This is an optimization exercise on Yosys and OpenROAD, whose aim is small area, not a production implementation. At most, simulation tests tie the RTL to the original design; equivalence was not proved. Function not checked in run 1: the RTL went through the layout flow alone. No activity file was given, so power comes from the tool's default toggle rates.

===== run.sh =====
#!/bin/bash
# synth_recipe.tcl (not shown) runs the flow's synth.tcl, then flattens the netlist and writes it again
# the make line also repeats each setting of config.mk as NAME=value (left out here)
make -C /OpenROAD-flow-scripts/flow DESIGN_CONFIG=/design/flow/config.mk WORK_HOME=/design/flow/orfs CLKGATE_MAP_FILE= SYNTH_SCRIPT=/design/flow/synth_recipe.tcl finish

===== config.mk =====
export PLATFORM = sky130hd
export DESIGN_NAME = copter_soc
export DESIGN_NICKNAME = copter_soc
export VERILOG_FILES = /design/flow/design.v
export SDC_FILE = /design/flow/constraint.sdc
export NUM_CORES = 4
export LEC_CHECK = 0
export CAP_MARGIN = 20
export CORE_MARGIN = 2
export CORE_UTILIZATION = 75
export SLEW_MARGIN = 20

===== constraint.sdc =====
create_clock -name core_clock -period 8.0 [get_ports {clk}]
set_input_delay 1.6000 -clock core_clock [delete_from_list [all_inputs] [get_ports {clk}]]
set_output_delay 1.6000 -clock core_clock [all_outputs]
set_load 0.01 [all_outputs]

===== design.v =====
`default_nettype none
module pwmdecoder (
    input  wire        clk,
    input  wire        rstn,
    input  wire        pwm,
    output wire [15:0] value
);
reg        sig;        
reg        on;         
reg        fin;        
reg [18:0] ctr;        
reg [11:0] val;
reg        f15, f14;
wire [14:0] cnt  = ctr[18:4];
wire        tick = &ctr[3:0];
wire        at_on_max  = cnt[11] & cnt[9] & cnt[5] & cnt[3];              
wire        at_off_max = cnt[14] & cnt[11] & cnt[10] & cnt[9] & cnt[5];   
wire        stop = on ? (~sig | (tick & at_on_max)) : (~sig & tick & at_off_max);
reg [18:0] ctr_inc;
reg        c;
integer    i;
always @* begin
    c = 1'b1;
    for (i = 0; i < 19; i = i + 1) begin
        ctr_inc[i] = ctr[i] ^ c;
        c = c & ctr[i];
    end
end
assign value = {f15, f14, 2'b00, val};
always @(posedge clk) begin
    if (!rstn) begin
        sig <= 1'b0;
        on  <= 1'b0;
        fin <= 1'b0;
        ctr <= 19'd0;
        val <= 12'd0;
        f15 <= 1'b1;
        f14 <= 1'b1;
    end else begin
        sig <= pwm;
        if (fin | (~on & sig))
            ctr <= 19'd0;
        else
            ctr <= ctr_inc;
        if (fin) begin
            fin <= 1'b0;
        end else if (stop) begin
            fin <= 1'b1;
            on  <= 1'b0;
            val <= cnt[11:0];
            f15 <= ~on | sig;
            f14 <= ~on;
        end else if (sig) begin
            on  <= 1'b1;
        end
    end
end
endmodule
`default_nettype wire
`default_nettype none
module copter_soc (
    input  wire       clk,
    input  wire       rstn,          
    input  wire       spi_sck,
    input  wire       spi_mosi,
    input  wire       spi_cs,        
    output wire       spi_miso,
    input  wire [5:0] pwm_in,
    output wire [6:0] led,
    output wire       busy
);
function [15:0] inc16(input [15:0] x);
    integer i;
    reg c;
    begin
        c = 1'b1;
        for (i = 0; i < 16; i = i + 1) begin
            inc16[i] = x[i] ^ c;
            c = c & x[i];
        end
    end
endfunction
function [15:0] dec16(input [15:0] x);
    integer i;
    reg b;
    begin
        b = 1'b1;
        for (i = 0; i < 16; i = i + 1) begin
            dec16[i] = x[i] ^ b;
            b = b & ~x[i];
        end
    end
endfunction
reg        sck_q, sck_old_q, mosi_q, ss_q;
reg  [7:0] sh;           
reg        rx_valid;     
reg  [2:0] bit_ct;
reg  [7:0] rx_byte;
reg        miso_q;
wire [7:0] fifo_q;
wire sck_rise = ~ss_q & ~sck_old_q & sck_q;
wire sck_fall = ~ss_q & sck_old_q & ~sck_q;
wire rx_done  = sck_rise & (&bit_ct);
always @(posedge clk) begin
    sck_q     <= spi_sck;
    sck_old_q <= sck_q;
    mosi_q    <= spi_mosi;
    ss_q      <= spi_cs;
    if (ss_q | rx_done)
        sh <= fifo_q;
    else if (sck_rise)
        sh <= {sh[6:0], mosi_q};
    if (rx_done)
        rx_byte <= {sh[6:0], mosi_q};
    if (!rstn) begin
        rx_valid <= 1'b0;
        bit_ct   <= 3'd0;
        miso_q   <= 1'b1;
    end else begin
        rx_valid <= rx_done;
        if (ss_q)
            bit_ct <= 3'd0;
        else if (sck_rise)
            bit_ct <= inc16({13'd0, bit_ct});
        if (ss_q | sck_fall)
            miso_q <= sh[7];
    end
end
assign spi_miso = miso_q;
reg rd_fifo, rd_pend;
reg fifo_empty;
always @(posedge clk) begin
    if (!rstn) begin
        rd_fifo <= 1'b0;
        rd_pend <= 1'b0;
    end else begin
        if (~rd_pend & rx_valid)
            rd_pend <= 1'b1;
        if (~fifo_empty & ~rd_fifo & rd_pend) begin
            rd_fifo <= 1'b1;
            rd_pend <= 1'b0;
        end else begin
            rd_fifo <= 1'b0;
        end
    end
end
reg  [7:0] mem [0:15];
reg  [3:0] rp, wp;
reg        fifo_full;
reg  [7:0] fifo_dout;
reg        ov;           
reg  [7:0] od;
wire       fifo_wr = ov & ~fifo_full;
wire [15:0] wp_inc16 = inc16({12'd0, wp});
wire [15:0] rp_inc16 = inc16({12'd0, rp});
wire [3:0] wp_inc = wp_inc16[3:0];
wire [3:0] rp_inc = rp_inc16[3:0];
assign fifo_q = fifo_dout;
always @(posedge clk) begin
    if (fifo_wr)
        mem[wp] <= od;
    if (!rstn) begin
        rp         <= 4'd0;
        wp         <= 4'd0;
        fifo_full  <= 1'b0;
        fifo_empty <= 1'b1;
        fifo_dout  <= 8'd0;
    end else begin
        if (fifo_wr)
            wp <= wp_inc;
        if (rd_fifo) begin
            rp        <= rp_inc;
            fifo_dout <= mem[rp];
        end
        if (rd_fifo)
            fifo_full <= 1'b0;
        else if (fifo_wr)
            fifo_full <= wp_inc == rp;
        if (rd_fifo & ~ov)
            fifo_empty <= rp_inc == wp;
        else if (fifo_wr)
            fifo_empty <= 1'b0;
    end
end
localparam [2:0] S_IDLE = 3'd0,
                 S_HR   = 3'd1,    
                 S_HW   = 3'd2,    
                 S_R1   = 3'd3,    
                 S_R2   = 3'd4,    
                 S_W1   = 3'd5,    
                 S_W2   = 3'd6;    
localparam [1:0] H_ZERO = 2'd0,    
                 H_ONES = 2'd1,    
                 H_FAR  = 2'd2;    
reg  [2:0]  st;
reg  [15:0] ptr;         
reg  [2:0]  cnt;         
reg  [1:0]  hc;          
reg  [5:0]  u6;          
reg  [7:0]  alo;         
reg  [31:0] data;
reg         tready;      
reg         ack;         
reg         oready;         
reg         tv;          
reg  [7:0]  td;
reg  [31:0] led_r;
reg  [2:0]  os_r;        
wire [15:0] pv0, pv1, pv2, pv3, pv4, pv5;
wire       in_v    = rx_valid & tready;
wire [7:0] in_d    = rx_byte;
wire       out_rdy = ~fifo_full;
wire       is_hdr = (st == S_HR) | (st == S_HW);
wire       stb    = (st == S_R1) | (st == S_W2);
wire       we     = (st == S_W2);
wire       hi_zero = (hc == H_ZERO) & (u6 == 6'd0);
wire       sel_led = hi_zero & (alo[7:6] == 2'b00);
wire       sel_pwm = hi_zero & (alo[7:6] == 2'b01);
wire       sel_os  = hi_zero & alo[7];
wire       bus_err  = stb & ~hi_zero;
wire       bus_done = ack | bus_err;
wire       first    = stb & ~ack;
reg  [2:0] os_new;
always @* begin
    case (alo[5:0])
        6'd0: os_new = 3'd0;
        6'd1: os_new = 3'd1;
        6'd2: os_new = 3'd2;
        6'd3: os_new = 3'd3;
        6'd4: os_new = 3'd5;
        6'd5: os_new = 3'd6;
        default: os_new = os_r;
    endcase
end
reg [31:0] pwm_word;
always @* begin
    case (alo[5:0])
        6'd0: pwm_word = {16'h0, pv0};
        6'd1: pwm_word = {16'h0, pv1};
        6'd2: pwm_word = {16'h0, pv2};
        6'd3: pwm_word = {16'h0, pv3};
        6'd4: pwm_word = {16'h0, pv4};
        6'd5: pwm_word = {16'h0, pv5};
        default: pwm_word = 32'hFFFF_FFFF;
    endcase
end
wire [31:0] rd_val = sel_led ? led_r :
                     sel_pwm ? pwm_word :
                     sel_os  ? {27'd0, os_new == 3'd3, 1'b0, os_new} :
                               32'd0;
reg        tv_int;
reg  [7:0] td_int;
always @* begin
    tv_int = 1'b0;
    td_int = 8'h00;
    case (st)
        S_IDLE: if (in_v & (in_d == 8'hA1)) begin
                    tv_int = 1'b1;
                    td_int = 8'hA3;
                end else if (in_v & (in_d == 8'hA2)) begin
                    tv_int = 1'b1;
                    td_int = 8'hA4;
                end
        S_HR, S_HW: if (in_v) begin
                    tv_int = 1'b1;
                    td_int = in_d;
                end
        S_R2: if (oready) begin
                    tv_int = 1'b1;
                    td_int = data[8*cnt[1:0] +: 8];
                end
        default: ;
    endcase
end
wire [15:0] cnt_inc16 = inc16({13'd0, cnt});
wire [15:0] cnt_dec16 = dec16({13'd0, cnt});
wire [2:0] cnt_inc = cnt_inc16[2:0];
wire [2:0] cnt_dec = cnt_dec16[2:0];
wire early = out_rdy | (~tv & (~ov | ~tv_int));
wire [15:0] a_inc16 = inc16({2'd0, u6, alo});
wire [13:0] a_inc = a_inc16[13:0];
wire        a_cy  = &{u6, alo};
reg  [1:0]  hc_inc;
always @* begin
    case (hc)
        H_ZERO:  hc_inc = H_FAR;
        H_ONES:  hc_inc = H_ZERO;
        default: hc_inc = H_FAR;
    endcase
end
always @(posedge clk) begin
    if (!rstn) begin
        st     <= S_IDLE;
        tready <= 1'b0;
        ack    <= 1'b0;
    end else begin
        ack    <= first & hi_zero & ~(sel_os & we);
        tready <= 1'b0;
        case (st)
            S_IDLE: begin
                tready <= early;
                if (in_v & (in_d == 8'hA1))
                    st <= S_HR;
                else if (in_v & (in_d == 8'hA2))
                    st <= S_HW;
            end
            S_HR, S_HW: begin
                tready <= early;
                if (in_v & (cnt == 3'd0)) begin
                    if (st == S_HW) begin
                        st <= S_W1;
                    end else begin
                        tready <= 1'b0;
                        st <= S_R1;
                    end
                end
            end
            S_R1: if (bus_done) st <= S_R2;
            S_R2: if (oready) begin
                if (ptr == 16'd1) begin
                    tready <= early;
                    st <= S_IDLE;
                end else if (cnt[1:0] == 2'd3) begin
                    st <= S_R1;
                end
            end
            S_W1: begin
                tready <= 1'b1;
                if (in_v & ((cnt[1:0] == 2'd3) | (ptr == 16'd1))) begin
                    tready <= 1'b0;
                    st <= S_W2;
                end
            end
            S_W2: if (bus_done) begin
                if (ptr == 16'd0) begin
                    tready <= early;
                    st <= S_IDLE;
                end else begin
                    st <= S_W1;
                end
            end
            default: st <= S_IDLE;
        endcase
    end
end
always @(posedge clk) begin
    case (st)
        S_IDLE: if (in_v & ((in_d == 8'hA1) | (in_d == 8'hA2)))
            cnt <= 3'd5;
        S_HR, S_HW: if (in_v) begin
            cnt <= cnt_dec;
            case (cnt)
                3'd5: hc <= (in_d == 8'h00) ? H_ZERO : (in_d == 8'hFF) ? H_ONES : H_FAR;
                3'd4: hc <= (hc == H_ZERO && in_d == 8'h00) ? H_ZERO :
                            (hc == H_ONES && in_d == 8'hFF) ? H_ONES : H_FAR;
                3'd3: {u6, alo[7:6]} <= in_d;
                3'd2: {alo[5:0], ptr[1:0]} <= in_d;
                3'd1: ptr[15:8] <= in_d;
                default: begin
                    ptr[7:0] <= in_d;
                    cnt  <= {1'b0, ptr[1:0]};
                    data <= 32'd0;
                end
            endcase
        end
        S_R1: begin
            if (~ack)
                data <= rd_val;
            if (bus_done) begin
                {u6, alo} <= a_inc;
                if (a_cy) hc <= hc_inc;
            end
        end
        S_R2: if (oready) begin
            cnt <= cnt_inc;
            ptr <= dec16(ptr);
            if (cnt[1:0] == 2'd3)
                cnt <= 3'd0;
        end
        S_W1: if (in_v) begin
            data[8*cnt[1:0] +: 8] <= in_d;
            cnt <= cnt_inc;
            ptr <= dec16(ptr);
            if ((cnt[1:0] == 2'd3) | (ptr == 16'd1))
                cnt <= 3'd0;
        end
        S_W2: if (bus_done) begin
            data <= 32'd0;
            {u6, alo} <= a_inc;
            if (a_cy) hc <= hc_inc;
        end
        default: ;
    endcase
end
always @(posedge clk) begin
    if (!rstn) begin
        ov  <= 1'b0;
        oready <= 1'b0;
        tv  <= 1'b0;
    end else begin
        oready <= early;
        if (oready) begin
            if (out_rdy | ~ov)
                ov <= tv_int;
            else
                tv <= tv_int;
        end else if (out_rdy) begin
            ov <= tv;
            tv <= 1'b0;
        end
    end
    if (oready) begin
        if (out_rdy | ~ov)
            od <= td_int;
        else
            td <= td_int;
    end else if (out_rdy) begin
        od <= td;
    end
end
always @(posedge clk) begin
    if (!rstn) begin
        led_r <= 32'd0;
        os_r  <= 3'd0;
    end else begin
        if (first & sel_led & we) begin
            case (alo[1:0])
                2'b01:   led_r <= led_r ^ data;
                2'b10:   led_r <= led_r & ~data;
                default: led_r <= data;
            endcase
        end
        if (first & sel_os & ~we)
            os_r <= os_new;
    end
end
assign led  = led_r[6:0];
assign busy = (st != S_IDLE);
pwmdecoder ch0 (.clk(clk), .rstn(rstn), .pwm(pwm_in[0]), .value(pv0));
pwmdecoder ch1 (.clk(clk), .rstn(rstn), .pwm(pwm_in[1]), .value(pv1));
pwmdecoder ch2 (.clk(clk), .rstn(rstn), .pwm(pwm_in[2]), .value(pv2));
pwmdecoder ch3 (.clk(clk), .rstn(rstn), .pwm(pwm_in[3]), .value(pv3));
pwmdecoder ch4 (.clk(clk), .rstn(rstn), .pwm(pwm_in[4]), .value(pv4));
pwmdecoder ch5 (.clk(clk), .rstn(rstn), .pwm(pwm_in[5]), .value(pv5));
endmodule
`default_nettype wire

==> metrics.cfg, run 1 <==
[die]
design.core.area_sq_um = 30830
placementRows = 64
floorplan.die_area_sq_um = 32930
x_dimension_of_the_die_um = 181.5
start_util_pct = 76.62
io_count = 20
die_h_um = 181.5

[grt]
grt_usage_pct = 34.90
grt_pass1_vias = 16679
grt_pass1_wl_mm = 90.61
grt.overflow.total = 0
grt_start_max_net_pins = 100
antenna_violations_before_repair = 0

[clocking]
cts_post_setup_buffers_inserted = 0
cts_h_tree_lvls = 2
cts_resized = 0
cts.sinks = 515
cts_max_path_buffers = 3
cts_tree = done
ctsRootBufferMaster = sky130_fd_sc_hd__clkbuf_16
cts_buffers = 50
path_clk_slew_ns = 0.07
cts_hold_repair.buffers = 0
clock_latency_ns = 0.58

[setup_path]
critPathTopFamily = adder cells
worstSetupEndpointType = flip-flop
critical_path.max_stage_delay_ns = 0.32
crit_fanout = 2
critPathRequiredTime_ns = 8.46
critical_path.slowest_cell = sky130_fd_sc_hd__dfxtp_1
number_of_buffers_and_inverters_on_the_critical_path = 0
worstSetupPathType = flip-flop to flip-flop
arrival_ns = 4.73
most_frequent_cp_cell = sky130_fd_sc_hd__ha_1
startpoint_types = flip-flop
path_cells = ha_1, ha_1, ha_1, ha_1, ha_1, ha_1, ha_1, ha_1, ha_1, ha_1, ha_1, ha_1, ha_1, ha_1, ha_1, ha_1, ha_1, xnor2_1, nor4_1

[placed_design]
place.port_buffers = 19
routability_congestion_estimate_from_global_placement = 0.8968
numPlacedInstances = 2440
post-dp-hpwl_mm = 36.92
place_area_sq_um = 23920

[route]
wirelength_per_cell_um = 22.56
residual_antenna_violating_net_count_after_detailed_routing = 0
dr.pass1.iters = 8
route.detailed.drc = 0
routed_wl_mm = 57.20
vias = 17013
post_drt_via_cell_ratio = 6.711
drt_first_iter_violations = 2093

[sta]
finalSetupViolCount = 0
setup_tns_ns = 0
post-route-period-util_pct = 53.34
slew_margin_rel_pct = 28.41
minimum_clock_period_ns = 4.267
highest_attainable_clock_frequency_mhz = 234.3
timing_worst_slew_pin_value_ns = 1.071
skew_ns = 0.01630
pins_over_their_slew_limit = 0
timing.final.hold_violations = 0
rsz0062_at_grt = false

[power]
power.combinational.fraction_pct = 13.0
worst_voltage_drop_across_the_vdd_grid_mv = 0.3769
p_per_area_nw_per_um2 = 238.0
p_sw_w = 0.001638
static-leakage-power_nw = 9.872
p_total_w = 0.006080
p_int_w = 0.004442
seq_power_share_pct = 49.2
swShare_pct = 26.94
clock_power_share_pct = 37.8

[final_layout]
area_delta_synth_final_pct = 8.146
post_layout_nonfiller_instances = 2535
cell_area_after_layout_sq_um = 25550
num_antenna_cells = 0
finalNetCount = 2290
final_layout_size_suffix_gt1_share_pct = 8.789

[status]
outcome = finished clean

[yosys]
seq_area_frac_synth_pct = 53.26
post_synth_cell_types = 71
syn_nets = 2336
netlist_instances = 2143
yosys_warnings = 2
synth_area_sq_um = 23620
async_reset_ff_share_pct = 0
postSynthAreaPerCell_sq_um = 11.02
synth_flop_cell = sky130_fd_sc_hd__dfxtp_1
ff_latch_count_synth = 515
synth_edf_count = 227

[hold_path]
timing.hold.worst.class = flip-flop to flip-flop

[flow_run]
drv.max_cap_violation_count = 0

==> routing by layer <==
| metal | wire length (um) | vias up | global-route usage, % |
|---|---|---|---|
| met3 | 5499 | 170 | 7.240 |
| met1 | 22580 | 8156 | 46.76 |
| met5 | 0 | - | 0 |
| met4 | 2030 | 0 | 12.10 |
| met2 | 27080 | 944 | 57.12 |
| li1 | - | 7743 | - |
==> area by class of cell <==
type                    instances  area [sq um]
flip-flops and latches        515         12580
multi-input cells            1413         10210
fillers                      1748          5283
clock buffers                  82          1493
well taps                     396         495.5
repair buffers                 46         390.4
inverters                      71         266.5
clock inverters                12         107.6
==> cells in the final DEF, fill, tap and decap left out, types with 28 or more instances in the layout <==
| master | n |
|---|---|
| sky130_fd_sc_hd__o21ai_0 | 104 |
| sky130_fd_sc_hd__edfxtp_1 | 227 |
| sky130_fd_sc_hd__clkbuf_16 | 51 |
| sky130_fd_sc_hd__ha_1 | 180 |
| sky130_fd_sc_hd__nand2_1 | 225 |
| sky130_fd_sc_hd__dfxtp_1 | 287 |
| sky130_fd_sc_hd__nand3_1 | 76 |
| sky130_fd_sc_hd__inv_1 | 69 |
| sky130_fd_sc_hd__and2_1 | 117 |
| sky130_fd_sc_hd__mux4_2 | 40 |
| sky130_fd_sc_hd__a21oi_1 | 87 |
| sky130_fd_sc_hd__nor2_1 | 116 |
| sky130_fd_sc_hd__buf_4 | 28 |
| sky130_fd_sc_hd__o211ai_1 | 69 |
==> flip-flops by register name, summed over array words and instances, names as in the netlist, 16 cells and up <==
name / flops
ch2.ctr: 19
led_r: 32
ch5.ctr: 19
ch4.ctr: 19
ch1.ctr: 19
data: 32
ch0.ctr: 19
mem: 128
ch3.ctr: 19
ptr: 16
==> power by group through the flow <==
stage	registers, W	clock network (W)	logic (W)
floorplan	0.00297	0	0.000593
finish	0.00299	0.00230	0.000790
global route	0.00300	0.00241	0.000848
global placement	0.00303	0	0.000738
detailed placement	0.00304	0	0.000757
CTS	0.00298	0.00231	0.000768
==> logic make-up after synthesis <==
group | after synthesis | synth area share, %
AOI/OAI and AO/OA | 417 | 11.71
adders and majority gates | 182 | 9.640
buffers and inverters | 215 | 3.734
muxes | 92 | 6.155
xor gates and xnor gates | 22 | 0.8157
and+or+nand+nor | 700 | 14.69
DFF | 515 | 53.26
==> stage by stage <==
stage | hold slack (ns) | utilization (%) | setup WS [ns]
after floorplan | 0.3308 | - | 4.015
after global placement | 0.3343 | 77.52 | 3.668
after detailed placement | 0.3487 | 77.57 | 3.882
after CTS | 0.3748 | 82.76 | 3.754
after global routing | 0.3962 | 82.87 | 3.615
final | 0.3807 | 82.87 | 3.733
==> Yosys cell counts, types with 4 or more instances <==
cell                        count  area [sq um]
sky130_fd_sc_hd__a211oi_1      12         90.09
sky130_fd_sc_hd__a21oi_1       87         435.4
sky130_fd_sc_hd__a221o_1       10         100.1
sky130_fd_sc_hd__a221oi_1      12         105.1
sky130_fd_sc_hd__a222oi_1       4         40.04
sky130_fd_sc_hd__a22o_1        13         113.9
sky130_fd_sc_hd__a22oi_1       18         135.1
sky130_fd_sc_hd__a2bb2oi_1     17         148.9
sky130_fd_sc_hd__a31oi_1        8         50.05
sky130_fd_sc_hd__a32oi_1       10         87.58
sky130_fd_sc_hd__and2_1       117         732.0
sky130_fd_sc_hd__and3_1         7         43.79
sky130_fd_sc_hd__buf_1         20         75.07
sky130_fd_sc_hd__buf_2         15         75.07
sky130_fd_sc_hd__buf_4          7         52.55
sky130_fd_sc_hd__buf_6          4         45.04
sky130_fd_sc_hd__clkbuf_1      98         367.9
sky130_fd_sc_hd__dfxtp_1      288          5766
sky130_fd_sc_hd__edfxtp_1     227          6817
sky130_fd_sc_hd__ha_1         182          2277
sky130_fd_sc_hd__inv_1         70         262.8
sky130_fd_sc_hd__mux2_2        26         292.8
sky130_fd_sc_hd__mux2i_1       26         260.3
sky130_fd_sc_hd__mux4_2        40         900.9
sky130_fd_sc_hd__nand2_1      225         844.6
sky130_fd_sc_hd__nand2b_1      20         125.1
sky130_fd_sc_hd__nand3_1       76         380.4
sky130_fd_sc_hd__nand3b_1      13         97.59
sky130_fd_sc_hd__nand4_1       26         162.7
sky130_fd_sc_hd__nor2_1       117         439.2
sky130_fd_sc_hd__nor2b_1       22         137.6
sky130_fd_sc_hd__nor3_1        20         100.1
sky130_fd_sc_hd__nor3b_1        6         45.04
sky130_fd_sc_hd__nor4_1        19         118.9
sky130_fd_sc_hd__o211ai_1      69         518.0
sky130_fd_sc_hd__o21ai_0      106         530.5
sky130_fd_sc_hd__o21bai_1       5         37.54
sky130_fd_sc_hd__o22ai_1       14         87.58
sky130_fd_sc_hd__o31ai_1        4         30.03
sky130_fd_sc_hd__or2_2          4         25.02
sky130_fd_sc_hd__or3_1         10         62.56
sky130_fd_sc_hd__or4_1          7         52.55
sky130_fd_sc_hd__xnor2_1       15         131.4
sky130_fd_sc_hd__xor2_1         7         61.31
==> final timing paths <==
kind                                  from     endpoint  slack (ns)  cells past startpoint
worst max register to register  ch1.ctr[0]  ch1.ctr[18]        3.73                     19
worst min register to register       sck_q    sck_old_q        0.38                      0
worst min-delay path                 sck_q    sck_old_q        0.38                      0
worst max-delay path            ch1.ctr[0]  ch1.ctr[18]        3.73                     19
==> inputs of run 2 (changes only) <==
--- a/design.v
+++ b/design.v
@@ -18,12 +18,2 @@
 wire        stop = on ? (~sig | (tick & at_on_max)) : (~sig & tick & at_off_max);
-reg [18:0] ctr_inc;
-reg        c;
-integer    i;
-always @* begin
-    c = 1'b1;
-    for (i = 0; i < 19; i = i + 1) begin
-        ctr_inc[i] = ctr[i] ^ c;
-        c = c & ctr[i];
-    end
-end
 assign value = {f15, f14, 2'b00, val};
@@ -43,3 +33,3 @@
         else
-            ctr <= ctr_inc;
+            ctr <= ctr + 1'b1;
         if (fin) begin
@@ -71,24 +61,2 @@
 );
-function [15:0] inc16(input [15:0] x);
-    integer i;
-    reg c;
-    begin
-        c = 1'b1;
-        for (i = 0; i < 16; i = i + 1) begin
-            inc16[i] = x[i] ^ c;
-            c = c & x[i];
-        end
-    end
-endfunction
-function [15:0] dec16(input [15:0] x);
-    integer i;
-    reg b;
-    begin
-        b = 1'b1;
-        for (i = 0; i < 16; i = i + 1) begin
-            dec16[i] = x[i] ^ b;
-            b = b & ~x[i];
-        end
-    end
-endfunction
 reg        sck_q, sck_old_q, mosi_q, ss_q;
@@ -123,3 +91,3 @@
         else if (sck_rise)
-            bit_ct <= inc16({13'd0, bit_ct});
+            bit_ct <= bit_ct + 1'b1;
         if (ss_q | sck_fall)
@@ -153,6 +121,2 @@
 wire       fifo_wr = ov & ~fifo_full;
-wire [15:0] wp_inc16 = inc16({12'd0, wp});
-wire [15:0] rp_inc16 = inc16({12'd0, rp});
-wire [3:0] wp_inc = wp_inc16[3:0];
-wire [3:0] rp_inc = rp_inc16[3:0];
 assign fifo_q = fifo_dout;
@@ -169,5 +133,5 @@
         if (fifo_wr)
-            wp <= wp_inc;
+            wp <= wp + 1'b1;
         if (rd_fifo) begin
-            rp        <= rp_inc;
+            rp        <= rp + 1'b1;
             fifo_dout <= mem[rp];
@@ -177,5 +141,5 @@
         else if (fifo_wr)
-            fifo_full <= wp_inc == rp;
+            fifo_full <= (wp + 1'b1) == rp;
         if (rd_fifo & ~ov)
-            fifo_empty <= rp_inc == wp;
+            fifo_empty <= (rp + 1'b1) == wp;
         else if (fifo_wr)
@@ -193,3 +157,4 @@
                  H_ONES = 2'd1,    
-                 H_FAR  = 2'd2;    
+                 H_FFFE = 2'd2,    
+                 H_FAR  = 2'd3;    
 reg  [2:0]  st;
@@ -274,9 +239,4 @@
 end
-wire [15:0] cnt_inc16 = inc16({13'd0, cnt});
-wire [15:0] cnt_dec16 = dec16({13'd0, cnt});
-wire [2:0] cnt_inc = cnt_inc16[2:0];
-wire [2:0] cnt_dec = cnt_dec16[2:0];
 wire early = out_rdy | (~tv & (~ov | ~tv_int));
-wire [15:0] a_inc16 = inc16({2'd0, u6, alo});
-wire [13:0] a_inc = a_inc16[13:0];
+wire [13:0] a_inc = {u6, alo} + 1'b1;
 wire        a_cy  = &{u6, alo};
@@ -287,2 +247,3 @@
         H_ONES:  hc_inc = H_ZERO;
+        H_FFFE:  hc_inc = H_ONES;
         default: hc_inc = H_FAR;
@@ -350,3 +311,3 @@
         S_HR, S_HW: if (in_v) begin
-            cnt <= cnt_dec;
+            cnt <= cnt - 1'b1;
             case (cnt)
@@ -354,3 +315,4 @@
                 3'd4: hc <= (hc == H_ZERO && in_d == 8'h00) ? H_ZERO :
-                            (hc == H_ONES && in_d == 8'hFF) ? H_ONES : H_FAR;
+                            (hc == H_ONES && in_d == 8'hFF) ? H_ONES :
+                            (hc == H_ONES && in_d == 8'hFE) ? H_FFFE : H_FAR;
                 3'd3: {u6, alo[7:6]} <= in_d;
@@ -374,4 +336,4 @@
         S_R2: if (oready) begin
-            cnt <= cnt_inc;
-            ptr <= dec16(ptr);
+            cnt <= cnt + 1'b1;
+            ptr <= ptr - 1'b1;
             if (cnt[1:0] == 2'd3)
@@ -381,4 +343,4 @@
             data[8*cnt[1:0] +: 8] <= in_d;
-            cnt <= cnt_inc;
-            ptr <= dec16(ptr);
+            cnt <= cnt + 1'b1;
+            ptr <= ptr - 1'b1;
             if ((cnt[1:0] == 2'd3) | (ptr == 16'd1))
--- a/config.mk
+++ b/config.mk
@@ -9,3 +9,3 @@
 export CORE_MARGIN = 2
-export CORE_UTILIZATION = 75
+export CORE_UTILIZATION = 40
 export SLEW_MARGIN = 20
==> run 2 against run 1 <==
Compared with the run above:
- non-clock buffer count down 7
- critical path depth down 17
- sequential share of layout area down 2.6 points
- critical path type is now flip-flop to output port
- register-to-register slack better by 0.57 ns
- combinational power down about 90%
- setup slack better by 0.39 ns
- hold slack worse by 0.0056 ns
- design area up 5.7%
- first-iteration DRC count down 30%
- area after synthesis up 2.8%
- largest power group unchanged
- routed wire length down 1.8%
- critical endpoint is now busy
==> metrics.cfg, run 2 <==
[setup_path]
crit_fanout = 19  ; +17
worst_setup_path_endpoint = busy
worstSetupPathType = flip-flop to output port
reg2regPathDepth = 8  ; -11
critical_path.reg2reg.startpoint = cnt[0]
cp-startpoint = st[1]
worstSetupEndpointType = output port
arrival_ns = 2.27  ; -2.46 ns
startpoint_types = flip-flop
ff2ff_setup_slack_ns = 4.30  ; +0.57 ns
worstReg2RegEnd = data[30]
critPathRequiredTime_ns = 6.40  ; -2.06 ns

[yosys]
ff_latch_count_synth = 515  ; unchanged
synth_edf_count = 227  ; unchanged
yosys_warnings = 2  ; unchanged
syn_nets = 2352  ; +0.68%
post_synth_cell_types = 82  ; +15%
netlist_instances = 2279  ; +6.3%
postSynthAreaPerCell_sq_um = 10.66  ; -3.3%
synth_area_sq_um = 24280  ; +2.8%
post-synth-top-area-fraction_pct = 28.07  ; -0.79 points
post-synth-top-count-cell = sky130_fd_sc_hd__dfxtp_1
yosys-top-cells-area = sky130_fd_sc_hd__edfxtp_1 28%, sky130_fd_sc_hd__dfxtp_1 24%, sky130_fd_sc_hd__mux4_2 4.5%
async_reset_ff_share_pct = 0  ; unchanged
synth_flop_cell = sky130_fd_sc_hd__dfxtp_1
synth_largest_area_cell = sky130_fd_sc_hd__edfxtp_1
seq_area_frac_synth_pct = 51.81  ; -1.5 points
yosys-top-cells-count = 288 x sky130_fd_sc_hd__dfxtp_1, 258 x sky130_fd_sc_hd__nor2_1, 227 x sky130_fd_sc_hd__edfxtp_1

[sta]
highest_attainable_clock_frequency_mhz = 258.1  ; +10%
pins_over_their_slew_limit = 0  ; unchanged
finalSetupViolCount = 0  ; unchanged
post-route-period-util_pct = 48.42  ; -4.9 points
skew_ns = 0.02506  ; +0.008765 ns
timing_worst_slew_pin_value_ns = 1.118  ; +0.04712 ns
slew_margin_rel_pct = 25.25  ; -3.2 points
setup_tns_ns = 0  ; unchanged
final.hold.worst_slack_ns = 0.3751  ; -0.005633 ns
minimum_clock_period_ns = 3.874  ; -0.3934 ns
rsz0062_at_grt = false
timing.final.hold_violations = 0  ; unchanged

[route]
post_drt_via_cell_ratio = 5.470  ; -18%
wirelength_per_cell_um = 18.30  ; -19%
route.detailed.drc = 0  ; unchanged
routed_wl_mm = 56.18  ; -1.8%
vias = 16792  ; -1.3%
dr.pass1.iters = 6  ; -2
drt_first_iter_violations = 1460  ; -30%
residual_antenna_violating_net_count_after_detailed_routing = 0  ; unchanged

[clocking]
clock_latency_ns = 0.62  ; +0.04 ns
cts.sinks = 515  ; unchanged
cts_resized = 0  ; unchanged
path_clk_slew_ns = 0.06  ; about the same
cts_post_setup_buffers_inserted = 0  ; unchanged
cts_h_tree_lvls = 2  ; unchanged
ctsRootBufferMaster = sky130_fd_sc_hd__clkbuf_16
cts_hold_repair.buffers = 0  ; unchanged
cts_max_path_buffers = 3  ; unchanged
cts_tree = done
cts_buffers = 57  ; +14%

[die]
design.core.area_sq_um = 60130  ; +95%
floorplan.die_area_sq_um = 62700  ; +90%
io_count = 20  ; unchanged
placementRows = 90  ; +41%
die_h_um = 250.4  ; +38%
x_dimension_of_the_die_um = 250.4  ; +38%
start_util_pct = 40.38  ; -36 points

[power]
p_total_w = 0.005557  ; -8.6%
static-leakage-power_nw = 9.371  ; -5.1%
worst_voltage_drop_across_the_vdd_grid_mv = 0.1768  ; -53%
p_per_area_nw_per_um2 = 205.8  ; -14%

[final_layout]
finalNetCount = 2313  ; +1.0%
n_fill_cell = 5500  ; +210%
largest_reg_flops = 128  ; unchanged
most_frequent_cells_in_the_layout = 287 x sky130_fd_sc_hd__dfxtp_1, 258 x sky130_fd_sc_hd__nor2_1, 227 x sky130_fd_sc_hd__edfxtp_1, 132 x sky130_fd_sc_hd__nand2_1, 115 x sky130_fd_sc_hd__nor2b_1
layout_commonest_cell = sky130_fd_sc_hd__dfxtp_1
cell_area_after_layout_sq_um = 27000  ; +5.7%
area_delta_synth_final_pct = 11.17
multi_input_comb_area_sq_um = 10740  ; +5.2%
top_register = mem
num_antenna_cells = 0  ; unchanged
area.sequential_sq_um = 12580  ; unchanged
top_regs = mem (128), data (32), led_r (32)
final_layout_size_suffix_gt1_share_pct = 9.441  ; +0.65 points

[placed_design]
post-dp-hpwl_mm = 38.20  ; +3.5%
place.port_buffers = 19  ; unchanged
place_area_sq_um = 25030  ; +4.7%
routability_congestion_estimate_from_global_placement = 0.8303  ; -7.4%

[status]
outcome = finished clean

[flow_run]
drv.max_cap_violation_count = 0  ; unchanged

[grt]
grt_usage_pct = 17.65  ; -17 points
grt_start_max_net_pins = 77  ; -23%
grt_pass1_wl_mm = 89.35  ; -1.4%
antenna_violations_before_repair = 2  ; +2
grt_pass1_vias = 16100  ; -3.5%
grt.overflow.total = 0  ; unchanged

[hold_path]
timing.hold.worst.class = flip-flop to flip-flop

run 2: cell types whose count changed in the layout (fill, tap and decap cells not counted), sizes merged, moves of 43 or more:
cell,delta
nand2,-92
mux2i,+61
o211ai,-62
nor2,+141
ha,-120
xnor2,+43
and2,-87
o21ai,-48
nor2b,+94
xor2,+64
run 2: worst min-delay path by stage:
stage	from	end	slack (ns)	cells past startpoint
after CTS	sck_q	sck_old_q	0.37	0
after global routing	sck_q	sck_old_q	0.38	0
after global placement	sck_q	sck_old_q	0.36	0
final	sck_q	sck_old_q	0.38	0
after detailed placement	sck_q	sck_old_q	0.36	0
after floorplan	sck_q	sck_old_q	0.33	0
run 2: stage by stage:
| stage | util [%] | setup WS [ns] | instances |
|---|---|---|---|
| 2_1_floorplan | - | 3.912 | 2279 |
| 3_3_place_gp | 41.60 | 4.403 | 2963 |
| 3_5_place_dp | 41.63 | 4.310 | 2963 |
| 4_1_cts | 44.89 | 4.111 | 3070 |
| 5_1_grt | 44.90 | 3.906 | 3070 |
| 6_report | 44.90 | 4.126 | 3070 |
run 2: area by class of cell:
class / count / share of cell area, %
Clock buffer: 74 / 5.937
Clock inverter: 33 / 1.330
Inverter: 106 / 1.474
Multi-Input combinational cell: 1521 / 39.77
Sequential cell: 515 / 46.61
Tap cell: 782 / 3.624
Timing Repair Buffer: 39 / 1.251
run 2: power breakdown:
part	switching, W	leakage (nW)	internal, W
registers	0.0000182	4.52	0.00275
logic	0.0000452	3.89	0.0000358
clock network	0.00110	0.968	0.00161
total	0.00116	9.37	0.00440
run 2: kinds of logic after synthesis:
group	share of synthesized area, %
simple gates	16.62
flops	51.81
compound gates	10.72
buf+inv	4.132
mux	8.872
xor+xnor	4.653
fa+ha+maj	3.194
run 2: worst max-delay path, stage by stage, from the launching register on:
cell and delay (ns):
sky130_fd_sc_hd__dfxtp_1 0.73, sky130_fd_sc_hd__or3_1 0.31, sky130_fd_sc_hd__clkdlybuf4s50_1 0.62
run 2: layer usage:
metal / track usage (%) / routed length (um) / vias to the layer above
met5: 0 / 0 / -
met4: 5.321 / 1323 / 0
met3: 2.598 / 2650 / 89
met2: 28.27 / 25800 / 412
met1: 24.78 / 26410 / 8188
li1: - / - / 8103
==> inputs of run 3 (changes only) <==
--- a/config.mk
+++ b/config.mk
@@ -7,5 +7,6 @@
 export LEC_CHECK = 0
+export ABC_AREA = 1
 export CAP_MARGIN = 20
 export CORE_MARGIN = 2
-export CORE_UTILIZATION = 40
+export CORE_UTILIZATION = 70
 export SLEW_MARGIN = 20
==> run 3 against run 2 <==
Compared with the run above:
- register-to-register slack improved by 0.19 ns
- hold slack got worse by 0.021 ns
- critical path type unchanged
- clock power decreased by 11%
- via count increased by 22%
- critical endpoint unchanged
- final cell count increased by 10%
- sequential power increased by 1%
- synthesized cell count increased by 29%
- global-route usage increased by 16 points
- still clean on timing, DRC and antenna
- die area decreased by 42%
- sequential share of layout area increased by 1.5 points
==> metrics.cfg, run 3 <==
[power]
p_per_area_nw_per_um2 = 204.4  ; -0.73%
power.combinational.fraction_pct = 2.3  ; +0.8 points
p_sw_w = 0.001135  ; -2.2%
static-leakage-power_nw = 9.924  ; +5.9%
worst_voltage_drop_across_the_vdd_grid_mv = 0.1966  ; +11%
clock_power_share_pct = 45.1  ; -3.7 points
p_int_w = 0.004214  ; -4.2%
swShare_pct = 21.22  ; +0.33 points
seq_power_share_pct = 52.6  ; +2.8 points

[sta]
rsz0062_at_grt = false
post-route-period-util_pct = 46.01  ; -2.4 points
finalSetupViolCount = 0  ; unchanged
highest_attainable_clock_frequency_mhz = 271.7  ; +5.3%
minimum_clock_period_ns = 3.681  ; -0.1933 ns
setup_tns_ns = 0  ; unchanged
pins_over_their_slew_limit = 0  ; unchanged
final.hold.worst_slack_ns = 0.3544  ; -0.02070 ns
post_route_worst_setup_slack_ns = 4.319  ; +0.1933 ns
timing.final.hold_violations = 0  ; unchanged
timing_worst_slew_pin_value_ns = 1.109  ; -0.009465 ns
skew_ns = 0.02036  ; -0.004698 ns
slew_margin_rel_pct = 26.08  ; +0.83 points

[die]
start_util_pct = 70.64  ; +30 points
io_count = 20  ; unchanged
x_dimension_of_the_die_um = 190.0  ; -24%
design.core.area_sq_um = 34290  ; -43%
die_h_um = 190.0  ; -24%
floorplan.die_area_sq_um = 36100  ; -42%
placementRows = 68  ; -24%

[yosys]
yosys_warnings = 2  ; unchanged
synth_flop_cell = sky130_fd_sc_hd__dfxtp_1
yosys-top-cells-count = 485 x sky130_fd_sc_hd__nand2_1, 388 x sky130_fd_sc_hd__o21ai_0, 338 x sky130_fd_sc_hd__inv_1
netlist_instances = 2930  ; +29%
synth_edf_count = 227  ; unchanged
ff_latch_count_synth = 515  ; unchanged
postSynthAreaPerCell_sq_um = 8.266  ; -22%
seq_area_frac_synth_pct = 51.95  ; +0.14 points
synth_area_sq_um = 24220  ; -0.27%
post-synth-top-count-cell = sky130_fd_sc_hd__nand2_1
async_reset_ff_share_pct = 0  ; unchanged
yosys-top-cells-area = sky130_fd_sc_hd__edfxtp_1 28%, sky130_fd_sc_hd__dfxtp_1 24%, sky130_fd_sc_hd__o21ai_0 8.0%
syn_nets = 3003  ; +28%
post_synth_cell_types = 50  ; -39%
synth_largest_area_cell = sky130_fd_sc_hd__edfxtp_1
post-synth-top-area-fraction_pct = 28.14  ; +0.075 points

[clocking]
cts_h_tree_lvls = 2  ; unchanged
cts_resized = 0  ; unchanged
path_clk_slew_ns = 0.06  ; about the same
ctsRootBufferMaster = sky130_fd_sc_hd__clkbuf_16
cts_tree = done
cts_hold_repair.buffers = 0  ; unchanged
cts_max_path_buffers = 3  ; unchanged
cts_post_setup_buffers_inserted = 0  ; unchanged
clock_latency_ns = 0.61  ; about the same
cts.sinks = 515  ; unchanged
cts_buffers = 50  ; -12%

[final_layout]
largest_reg_flops = 128  ; unchanged
layout_commonest_cell = sky130_fd_sc_hd__nand2_1
n_fill_cell = 2468  ; -55%
finalNetCount = 2958  ; +28%
final_util_pct = 76.34  ; +31 points
top_regs = mem (128), data (32), led_r (32)
area_delta_synth_final_pct = 8.075
most_frequent_cells_in_the_layout = 483 x sky130_fd_sc_hd__nand2_1, 388 x sky130_fd_sc_hd__o21ai_0, 338 x sky130_fd_sc_hd__inv_1, 327 x sky130_fd_sc_hd__nor2_1, 287 x sky130_fd_sc_hd__dfxtp_1
final_layout_size_suffix_gt1_share_pct = 4.721  ; -4.7 points
top_register = mem
cell_area_after_layout_sq_um = 26180  ; -3.0%
num_antenna_cells = 0  ; unchanged

[placed_design]
post-dp-hpwl_mm = 41.27  ; +8.0%
place.port_buffers = 19  ; unchanged
dp_worst_setup_slack_ns = 4.566  ; +0.2564 ns
place_area_sq_um = 24510  ; -2.1%
routability_congestion_estimate_from_global_placement = 0.9520  ; +15%

[setup_path]
worstReg2RegEnd = data[9]
cp-startpoint = st[1]
arrival_ns = 2.08  ; -0.19 ns
worstSetupPathType = flip-flop to output port
worst_setup_path_endpoint = busy
critical_path.slowest_cell = sky130_fd_sc_hd__clkdlybuf4s50_1
critical_path.max_stage_delay_ns = 0.50  ; -0.23 ns
worstSetupEndpointType = output port
ff2ff_setup_slack_ns = 4.49  ; +0.19 ns
path_cells = nor2_1, inv_1, nor2_1, inv_1, clkdlybuf4s50_1
reg2regPathDepth = 10  ; +2
critical_path.reg2reg.startpoint = cnt[0]
critPathRequiredTime_ns = 6.40  ; about the same
crit_fanout = 6  ; -13
startpoint_types = flip-flop

[grt]
grt_pass1_wl_mm = 96.86  ; +8.4%
grt_usage_pct = 33.43  ; +16 points
grt_pass1_vias = 19269  ; +20%
antenna_violations_before_repair = 0  ; -2
grt_start_max_net_pins = 108  ; +40%
grt.overflow.total = 0  ; unchanged

[route]
dr.pass1.iters = 8  ; +2
vias = 20471  ; +22%
routed_wl_mm = 60.70  ; +8.0%
drt_first_iter_violations = 2028  ; +39%
residual_antenna_violating_net_count_after_detailed_routing = 0  ; unchanged
post_drt_via_cell_ratio = 6.060  ; +11%
wirelength_per_cell_um = 17.97  ; -1.8%
route.detailed.drc = 0  ; unchanged

[status]
outcome = finished clean

[flow_run]
drv.max_cap_violation_count = 0  ; unchanged

[hold_path]
timing.hold.worst.class = flip-flop to flip-flop

-- run 3: changes by cell type after synthesis, sizes merged, moves of 44 or more --
cell / before / now
o21ai: 59 / 445
nand2: 133 / 487
inv: 106 / 351
a21oi: 99 / 246
nor2b: 116 / 0
mux2i: 87 / 0
nor2: 258 / 341
xor2: 71 / 19
xnor2: 58 / 8
mux4: 48 / 0
a22oi: 54 / 10
-- run 3: metal layers --
layer / routed length, um / track usage (%) / vias up / share of wire, %
li1: - / - / 9835 / -
met1: 25070 / 44.22 / 9637 / 41
met3: 4549 / 5.423 / 161 / 7.5
met4: 2498 / 14.34 / 0 / 4.1
met5: 0 / 0 / - / 0
met2: 28580 / 54.81 / 838 / 47
-- run 3: final cells by class --
type                            instances  area [sq um]  area share [%]
Clock buffer                           69          1413           5.397
Timing Repair Buffer                   27         247.7          0.9465
Sequential cell                       515         12580           48.07
Tap cell                              455         569.3           2.175
Clock inverter                         21         256.5          0.9799
Multi-Input combinational cell       1936          9773           37.34
Inverter                              355          1333           5.091
-- run 3: cell families (layout without fill, tap and decap cells) --
| kind of cell | Yosys count | after routing | share of synthesized area [%] |
|---|---|---|---|
| xor gates and xnor gates | 27 | 27 | 0.9764 |
| and+or+nand+nor | 1010 | 1010 | 17.45 |
| buffers and inverters | 479 | 472 | 7.765 |
| DFF | 515 | 515 | 51.95 |
| AOI/OAI and AO/OA | 837 | 837 | 18.65 |
| adders and majority gates | 62 | 62 | 3.203 |
-- run 3: how the worst min path moves through the flow --
stage	startpoint	endpoint	cells after the start
floorplan	sck_q	sck_old_q	0
global route	sck_q	sck_old_q	0
CTS	sck_q	sck_old_q	0
global placement	sck_q	sck_old_q	0
detailed placement	sck_q	sck_old_q	0
finish	sck_q	sck_old_q	0
-- run 3: power by group through the flow --
| stage | logic (W) | registers, W | clock network (W) |
|---|---|---|---|
| after global placement | 0.000116 | 0.00286 | 0 |
| final | 0.000124 | 0.00281 | 0.00241 |
| after CTS | 0.000123 | 0.00281 | 0.00243 |
| after detailed placement | 0.000121 | 0.00287 | 0 |
| after floorplan | 0.0000931 | 0.00285 | 0 |
| after global routing | 0.000142 | 0.00281 | 0.00253 |
-- run 3: critical path: cells and delay by family (launching register included) --
family / cells / cell delay, ns
buffers and inverters: 3 / 0.72
and+or+nand+nor: 2 / 0.39
DFF: 1 / 0.37
-- run 3: metrics by stage --
step,instances,total power (W)
2_1_floorplan,2930,0.002945
3_3_place_gp,3288,0.002981
3_5_place_dp,3288,0.002989
4_1_cts,3378,0.005364
5_1_grt,3378,0.005488
6_report,3378,0.005349
==> inputs of run 4 (changes only) <==
--- a/design.v
+++ b/design.v
@@ -18,2 +18,12 @@
 wire        stop = on ? (~sig | (tick & at_on_max)) : (~sig & tick & at_off_max);
+reg [18:0] ctr_inc;
+reg        c;
+integer    i;
+always @* begin
+    c = 1'b1;
+    for (i = 0; i < 19; i = i + 1) begin
+        ctr_inc[i] = ctr[i] ^ c;
+        c = c & ctr[i];
+    end
+end
 assign value = {f15, f14, 2'b00, val};
@@ -33,3 +43,3 @@
         else
-            ctr <= ctr + 1'b1;
+            ctr <= ctr_inc;
         if (fin) begin
@@ -61,2 +71,24 @@
 );
+function [15:0] inc16(input [15:0] x);
+    integer i;
+    reg c;
+    begin
+        c = 1'b1;
+        for (i = 0; i < 16; i = i + 1) begin
+            inc16[i] = x[i] ^ c;
+            c = c & x[i];
+        end
+    end
+endfunction
+function [15:0] dec16(input [15:0] x);
+    integer i;
+    reg b;
+    begin
+        b = 1'b1;
+        for (i = 0; i < 16; i = i + 1) begin
+            dec16[i] = x[i] ^ b;
+            b = b & ~x[i];
+        end
+    end
+endfunction
 reg        sck_q, sck_old_q, mosi_q, ss_q;
@@ -91,3 +123,3 @@
         else if (sck_rise)
-            bit_ct <= bit_ct + 1'b1;
+            bit_ct <= inc16({13'd0, bit_ct});
         if (ss_q | sck_fall)
@@ -121,2 +153,6 @@
 wire       fifo_wr = ov & ~fifo_full;
+wire [15:0] wp_inc16 = inc16({12'd0, wp});
+wire [15:0] rp_inc16 = inc16({12'd0, rp});
+wire [3:0] wp_inc = wp_inc16[3:0];
+wire [3:0] rp_inc = rp_inc16[3:0];
 assign fifo_q = fifo_dout;
@@ -133,5 +169,5 @@
         if (fifo_wr)
-            wp <= wp + 1'b1;
+            wp <= wp_inc;
         if (rd_fifo) begin
-            rp        <= rp + 1'b1;
+            rp        <= rp_inc;
             fifo_dout <= mem[rp];
@@ -141,5 +177,5 @@
         else if (fifo_wr)
-            fifo_full <= (wp + 1'b1) == rp;
+            fifo_full <= wp_inc == rp;
         if (rd_fifo & ~ov)
-            fifo_empty <= (rp + 1'b1) == wp;
+            fifo_empty <= rp_inc == wp;
         else if (fifo_wr)
@@ -157,4 +193,3 @@
                  H_ONES = 2'd1,    
-                 H_FFFE = 2'd2,    
-                 H_FAR  = 2'd3;    
+                 H_FAR  = 2'd2;    
 reg  [2:0]  st;
@@ -165,3 +200,3 @@
 reg  [7:0]  alo;         
-reg  [31:0] data;
+reg  [13:0] sd;
 reg         tready;      
@@ -199,18 +234,32 @@
 end
-reg [31:0] pwm_word;
+reg [15:0] pwm_sel;
 always @* begin
-    case (alo[5:0])
-        6'd0: pwm_word = {16'h0, pv0};
-        6'd1: pwm_word = {16'h0, pv1};
-        6'd2: pwm_word = {16'h0, pv2};
-        6'd3: pwm_word = {16'h0, pv3};
-        6'd4: pwm_word = {16'h0, pv4};
-        6'd5: pwm_word = {16'h0, pv5};
-        default: pwm_word = 32'hFFFF_FFFF;
+    case (alo[2:0])
+        3'd0:    pwm_sel = pv0;
+        3'd1:    pwm_sel = pv1;
+        3'd2:    pwm_sel = pv2;
+        3'd3:    pwm_sel = pv3;
+        3'd4:    pwm_sel = pv4;
+        default: pwm_sel = pv5;
     endcase
 end
-wire [31:0] rd_val = sel_led ? led_r :
-                     sel_pwm ? pwm_word :
-                     sel_os  ? {27'd0, os_new == 3'd3, 1'b0, os_new} :
-                               32'd0;
+wire pwm_none = (alo[5:0] > 6'd5);    
+wire [1:0] lane = cnt[1:0];
+reg  [7:0] rd_byte;
+always @* begin
+    rd_byte = 8'h00;
+    if (sel_led)
+        rd_byte = led_r[8*lane +: 8];
+    else if (sel_pwm) begin
+        if (pwm_none)
+            rd_byte = 8'hFF;
+        else if (lane == 2'd0)
+            rd_byte = sd[7:0];
+        else if (lane == 2'd1)
+            rd_byte = {sd[13:12], 2'b00, sd[11:8]};
+    end else if (sel_os) begin
+        if (lane == 2'd0)
+            rd_byte = {3'd0, os_r == 3'd3, 1'b0, os_r};
+    end
+end
 reg        tv_int;
@@ -234,3 +283,3 @@
                     tv_int = 1'b1;
-                    td_int = data[8*cnt[1:0] +: 8];
+                    td_int = rd_byte;
                 end
@@ -239,4 +288,9 @@
 end
+wire [15:0] cnt_inc16 = inc16({13'd0, cnt});
+wire [15:0] cnt_dec16 = dec16({13'd0, cnt});
+wire [2:0] cnt_inc = cnt_inc16[2:0];
+wire [2:0] cnt_dec = cnt_dec16[2:0];
 wire early = out_rdy | (~tv & (~ov | ~tv_int));
-wire [13:0] a_inc = {u6, alo} + 1'b1;
+wire [15:0] a_inc16 = inc16({2'd0, u6, alo});
+wire [13:0] a_inc = a_inc16[13:0];
 wire        a_cy  = &{u6, alo};
@@ -247,3 +301,2 @@
         H_ONES:  hc_inc = H_ZERO;
-        H_FFFE:  hc_inc = H_ONES;
         default: hc_inc = H_FAR;
@@ -311,3 +364,3 @@
         S_HR, S_HW: if (in_v) begin
-            cnt <= cnt - 1'b1;
+            cnt <= cnt_dec;
             case (cnt)
@@ -315,4 +368,3 @@
                 3'd4: hc <= (hc == H_ZERO && in_d == 8'h00) ? H_ZERO :
-                            (hc == H_ONES && in_d == 8'hFF) ? H_ONES :
-                            (hc == H_ONES && in_d == 8'hFE) ? H_FFFE : H_FAR;
+                            (hc == H_ONES && in_d == 8'hFF) ? H_ONES : H_FAR;
                 3'd3: {u6, alo[7:6]} <= in_d;
@@ -322,4 +374,4 @@
                     ptr[7:0] <= in_d;
-                    cnt  <= {1'b0, ptr[1:0]};
-                    data <= 32'd0;
+                    cnt <= {1'b0, ptr[1:0]};
+                    sd  <= 14'd0;
                 end
@@ -327,6 +379,9 @@
         end
-        S_R1: begin
-            if (~ack)
-                data <= rd_val;
-            if (bus_done) begin
+        S_R1: if (~ack)
+            sd <= {pwm_sel[15:14], pwm_sel[11:0]};
+        S_R2: if (oready) begin
+            cnt <= cnt_inc;
+            ptr <= dec16(ptr);
+            if (cnt[1:0] == 2'd3) begin
+                cnt <= 3'd0;
                 {u6, alo} <= a_inc;
@@ -335,12 +390,11 @@
         end
-        S_R2: if (oready) begin
-            cnt <= cnt + 1'b1;
-            ptr <= ptr - 1'b1;
-            if (cnt[1:0] == 2'd3)
-                cnt <= 3'd0;
-        end
         S_W1: if (in_v) begin
-            data[8*cnt[1:0] +: 8] <= in_d;
-            cnt <= cnt + 1'b1;
-            ptr <= ptr - 1'b1;
+            case (lane)
+                2'd0: sd[7:0] <= in_d;
+                2'd1: sd[8]   <= 1'b1;
+                2'd2: sd[9]   <= 1'b1;
+                default: sd[10] <= 1'b1;
+            endcase
+            cnt <= cnt_inc;
+            ptr <= dec16(ptr);
             if ((cnt[1:0] == 2'd3) | (ptr == 16'd1))
@@ -349,3 +403,3 @@
         S_W2: if (bus_done) begin
-            data <= 32'd0;
+            sd <= 14'd0;
             {u6, alo} <= a_inc;
@@ -387,7 +441,19 @@
     end else begin
+        if ((st == S_W1) & in_v & sel_led & (lane != 2'd0)) begin
+            case (alo[1:0])
+                2'b01:   led_r[8*lane +: 8] <= led_r[8*lane +: 8] ^ in_d;
+                2'b10:   led_r[8*lane +: 8] <= led_r[8*lane +: 8] & ~in_d;
+                default: led_r[8*lane +: 8] <= in_d;
+            endcase
+        end
         if (first & sel_led & we) begin
             case (alo[1:0])
-                2'b01:   led_r <= led_r ^ data;
-                2'b10:   led_r <= led_r & ~data;
-                default: led_r <= data;
+                2'b01:   led_r[7:0] <= led_r[7:0] ^ sd[7:0];
+                2'b10:   led_r[7:0] <= led_r[7:0] & ~sd[7:0];
+                default: begin
+                    led_r[7:0] <= sd[7:0];
+                    if (~sd[8])  led_r[15:8]  <= 8'd0;
+                    if (~sd[9])  led_r[23:16] <= 8'd0;
+                    if (~sd[10]) led_r[31:24] <= 8'd0;
+                end
             endcase
--- a/config.mk
+++ b/config.mk
@@ -7,6 +7,8 @@
 export LEC_CHECK = 0
-export ABC_AREA = 1
 export CAP_MARGIN = 20
 export CORE_MARGIN = 2
-export CORE_UTILIZATION = 70
+export CORE_UTILIZATION = 75
+export CTS_BUF_LIST = sky130_fd_sc_hd__clkbuf_4 sky130_fd_sc_hd__clkbuf_8
+export CTS_CLUSTER_DIAMETER = 40
+export CTS_CLUSTER_SIZE = 16
 export SLEW_MARGIN = 20
==> run 4 against run 3 <==
Compared with the run above:
- critical path depth rose by 14
- first-iteration DRC count fell by 19%
- area after synthesis fell by 8.6%
- global-route usage fell by 0.13 points
- setup slack got worse by 0.52 ns
- routed wire length decreased by 17%
- critical endpoint is now ch0.ctr[18]
- sequential power increased by 2%
==> metrics.cfg, run 4 <==
[route]
vias = 14846  ; -27%
route.top_layer_used = met4
met1Wirelength_mm = 20.57  ; -18%
wl_met3_mm = 4.117  ; -9.5%
route.detailed.drc = 0  ; unchanged
post_drt_via_cell_ratio = 6.529  ; +7.7%
met2RoutedLength_mm = 23.86  ; -17%
wirelength_per_cell_um = 22.08  ; +23%
residual_antenna_violating_net_count_after_detailed_routing = 0  ; unchanged
dr.pass1.iters = 6  ; -2
routed_wl_mm = 50.22  ; -17%
drt_first_iter_violations = 1637  ; -19%

[power]
p_per_area_nw_per_um2 = 225.5  ; +10%
static-leakage-power_nw = 9.680  ; -2.5%
worst_voltage_drop_across_the_vdd_grid_mv = 0.2479  ; +26%

[clocking]
ctsRootBufferMaster = sky130_fd_sc_hd__clkbuf_8
cts_h_tree_lvls = 2  ; unchanged
path_clk_slew_ns = 0.10  ; +0.04 ns
cts.sinks = 497  ; -3.5%
clock_latency_ns = 0.62  ; about the same
cts_buffers = 49  ; -2.0%
cts_post_setup_buffers_inserted = 0  ; unchanged
cts_resized = 0  ; unchanged
cts_tree = done
cts_max_path_buffers = 3  ; unchanged
cts_hold_repair.buffers = 0  ; unchanged

[hold_path]
timing.hold.worst.class = flip-flop to flip-flop
worst_hold_path.num_cells = 0  ; unchanged

[die]
die_h_um = 175.8  ; -7.5%
start_util_pct = 76.74  ; +6.1 points
design.core.area_sq_um = 28860  ; -16%
io_count = 20  ; unchanged
x_dimension_of_the_die_um = 175.8  ; -7.5%
floorplan.die_area_sq_um = 30920  ; -14%
placementRows = 62  ; -8.8%

[setup_path]
worstReg2RegEnd = ch0.ctr[18]
worstSetupEndpointType = flip-flop
critical_path.reg2reg.startpoint = ch0.ctr[0]
worstSetupPathType = flip-flop to flip-flop
startpoint_types = flip-flop
critPathRequiredTime_ns = 8.52  ; +2.12 ns
worst_setup_path_endpoint = ch0.ctr[18]
crit_fanout = 2  ; -4
ff2ff_setup_slack_ns = 3.80  ; -0.69 ns
cp-startpoint = ch0.ctr[0]
arrival_ns = 4.72  ; +2.64 ns
reg2regPathDepth = 19  ; +9

[final_layout]
final_layout_size_suffix_gt1_share_pct = 10.58  ; +5.9 points
area_delta_synth_final_pct = 6.751
most_frequent_cells_in_the_layout = 287 x sky130_fd_sc_hd__dfxtp_1, 209 x sky130_fd_sc_hd__edfxtp_1, 176 x sky130_fd_sc_hd__nor2_1, 168 x sky130_fd_sc_hd__ha_1, 131 x sky130_fd_sc_hd__and2_1
finalNetCount = 2029  ; -31%
n_fill_cell = 1668  ; -32%
largest_reg_flops = 128  ; unchanged
num_antenna_cells = 0  ; unchanged
post_layout_nonfiller_instances = 2274  ; -33%
top_regs = mem (128), led_r (32)
area.sequential_sq_um = 12040  ; -4.3%
top_register = mem
layout_commonest_cell = sky130_fd_sc_hd__dfxtp_1
multi_input_comb_area_sq_um = 9489  ; -2.9%

[yosys]
netlist_instances = 1871  ; -36%
yosys-top-cells-count = 288 x sky130_fd_sc_hd__dfxtp_1, 209 x sky130_fd_sc_hd__edfxtp_1, 177 x sky130_fd_sc_hd__nor2_1
synth_largest_area_cell = sky130_fd_sc_hd__edfxtp_1
yosys_warnings = 2  ; unchanged
postSynthAreaPerCell_sq_um = 11.84  ; +43%
yosys-top-cells-area = sky130_fd_sc_hd__edfxtp_1 28%, sky130_fd_sc_hd__dfxtp_1 26%, sky130_fd_sc_hd__ha_1 9.5%
async_reset_ff_share_pct = 0  ; unchanged
post_synth_cell_types = 70  ; +40%
synth_edf_count = 209  ; -7.9%
post-synth-top-area-fraction_pct = 28.34  ; +0.19 points
post-synth-top-count-cell = sky130_fd_sc_hd__dfxtp_1
synth_flop_cell = sky130_fd_sc_hd__dfxtp_1
synth_area_sq_um = 22150  ; -8.6%
ff_latch_count_synth = 497  ; -3.5%
seq_area_frac_synth_pct = 54.37  ; +2.4 points
syn_nets = 2050  ; -32%

[sta]
timing.final.hold_violations = 0  ; unchanged
minimum_clock_period_ns = 4.197  ; +0.5160 ns
pins_over_their_slew_limit = 0  ; unchanged
post-route-period-util_pct = 52.46  ; +6.4 points
timing_worst_slew_pin_value_ns = 1.132  ; +0.02359 ns
highest_attainable_clock_frequency_mhz = 238.3  ; -12%
skew_ns = 0.04207  ; +0.02171 ns
final.hold.worst_slack_ns = 0.3619  ; +0.007546 ns
finalSetupViolCount = 0  ; unchanged
rsz0062_at_grt = false
slew_margin_rel_pct = 24.05  ; -2.0 points
setup_tns_ns = 0  ; unchanged

[placed_design]
post-dp-hpwl_mm = 35.03  ; -15%
numPlacedInstances = 2183  ; -34%
routability_congestion_estimate_from_global_placement = 0.9356  ; -1.7%
place.port_buffers = 19  ; unchanged

[grt]
grt_pass1_wl_mm = 80.18  ; -17%
grt_usage_pct = 33.29  ; -0.13 points
grt_pass1_vias = 14598  ; -24%
antenna_violations_before_repair = 0  ; unchanged
grt.overflow.total = 0  ; unchanged
grt_start_max_net_pins = 87  ; -19%

[flow_run]
drv.max_cap_violation_count = 0  ; unchanged

[status]
outcome = finished clean

run 4: logic make-up (layout without fill, tap and decap cells):
kind of cell / Yosys count / in the layout / synth area share, %
fa+ha+maj: 168 / 168 / 9.492
buf+inv: 161 / 180 / 2.955
flops: 497 / 497 / 54.37
xor+xnor: 22 / 22 / 0.8700
mux: 160 / 160 / 10.05
compound gates: 270 / 270 / 8.424
simple gates: 593 / 593 / 13.84
run 4: layer usage:
metal / track usage, % / vias to the layer above
met3: 5.043 / 140
met4: 11.05 / 0
met1: 46.04 / 7238
li1: - / 6790
met5: 0 / -
met2: 54.59 / 678
run 4: power breakdown:
group          switching, W  total [W]  internal (W)
registers          0.000125    0.00286       0.00273
clock network      0.000941    0.00175      0.000813
logic              0.000467   0.000722      0.000255
total               0.00153    0.00533       0.00380
run 4: per-stage QoR:
step / setup slack [ns] / utilization (%) / power [W] / area [sq um]
finish: 3.803 / 81.92 / 0.005331 / 23640
global route: 3.596 / 81.92 / 0.005521 / 23640
CTS: 3.785 / 81.87 / 0.005312 / 23630
detailed placement: 3.566 / 78.02 / 0.003606 / 22510
global placement: 3.737 / 77.96 / 0.003574 / 22500
floorplan: 4.101 / - / 0.003412 / 22150
run 4: worst min path at each step:
| stage | start | endpoint | slack [ns] |
|---|---|---|---|
| 2_1_floorplan | sck_q | sck_old_q | 0.33 |
| 3_3_place_gp | sck_q | sck_old_q | 0.34 |
| 3_5_place_dp | sck_q | sck_old_q | 0.36 |
| 4_1_cts | sck_q | sck_old_q | 0.36 |
| 5_1_grt | sck_q | sck_old_q | 0.38 |
| 6_report | sck_q | sck_old_q | 0.36 |
run 4: cell type report:
cell class | count | area share (%)
Clock buffer | 60 | 3.281
Multi-Input combinational cell | 1213 | 40.14
Timing Repair Buffer | 37 | 1.355
Tap cell | 384 | 2.032
Sequential cell | 497 | 50.94
Clock inverter | 31 | 1.418
Inverter | 52 | 0.8362
run 4: critical path: stages (launching register included):
cell and delay, ns:
sky130_fd_sc_hd__dfxtp_1 0.35, sky130_fd_sc_hd__ha_1 0.24, sky130_fd_sc_hd__ha_1 0.21, sky130_fd_sc_hd__ha_1 0.22, sky130_fd_sc_hd__ha_1 0.20, sky130_fd_sc_hd__ha_1 0.20, sky130_fd_sc_hd__ha_1 0.19, sky130_fd_sc_hd__ha_1 0.20
sky130_fd_sc_hd__ha_1 0.20, sky130_fd_sc_hd__ha_1 0.21, sky130_fd_sc_hd__ha_1 0.21, sky130_fd_sc_hd__ha_1 0.20, sky130_fd_sc_hd__ha_1 0.19, sky130_fd_sc_hd__ha_1 0.19, sky130_fd_sc_hd__ha_1 0.19, sky130_fd_sc_hd__ha_1 0.20
sky130_fd_sc_hd__ha_1 0.20, sky130_fd_sc_hd__ha_1 0.20, sky130_fd_sc_hd__xor2_1 0.13, sky130_fd_sc_hd__and2_1 0.14

what the ideal ports hide:
No port has a modelled driver above. Below, the same layouts with a new extraction and two added sets of constraints. Step 1, drivers: a clkbuf_16 drives clk and a buf_2 each remaining input, both assumed. Step 2 adds t to the input delays and takes it off the output delays; t is the mean of the earliest and latest rising clock arrival at the registers after step 1. Input paths then give back, and output paths get back, about the clock's delay inside the block. Slacks: ideal ports / drivers / drivers and shift; pairs: ideal ports / drivers.
run	t (ns)	slack for setup (ns)	clock arrival spread, ns
run 1	0.629	3.733 / 3.733 / 3.733	0.018 / 0.017
run 2	0.667	4.126 / 4.062 / 4.301	0.025 / 0.025
run 3	0.649	4.319 / 4.266 / 4.489	0.023 / 0.024
run 4	0.653	3.803 / 3.803 / 3.803	0.044 / 0.043
After both steps every run listed still meets setup and hold.
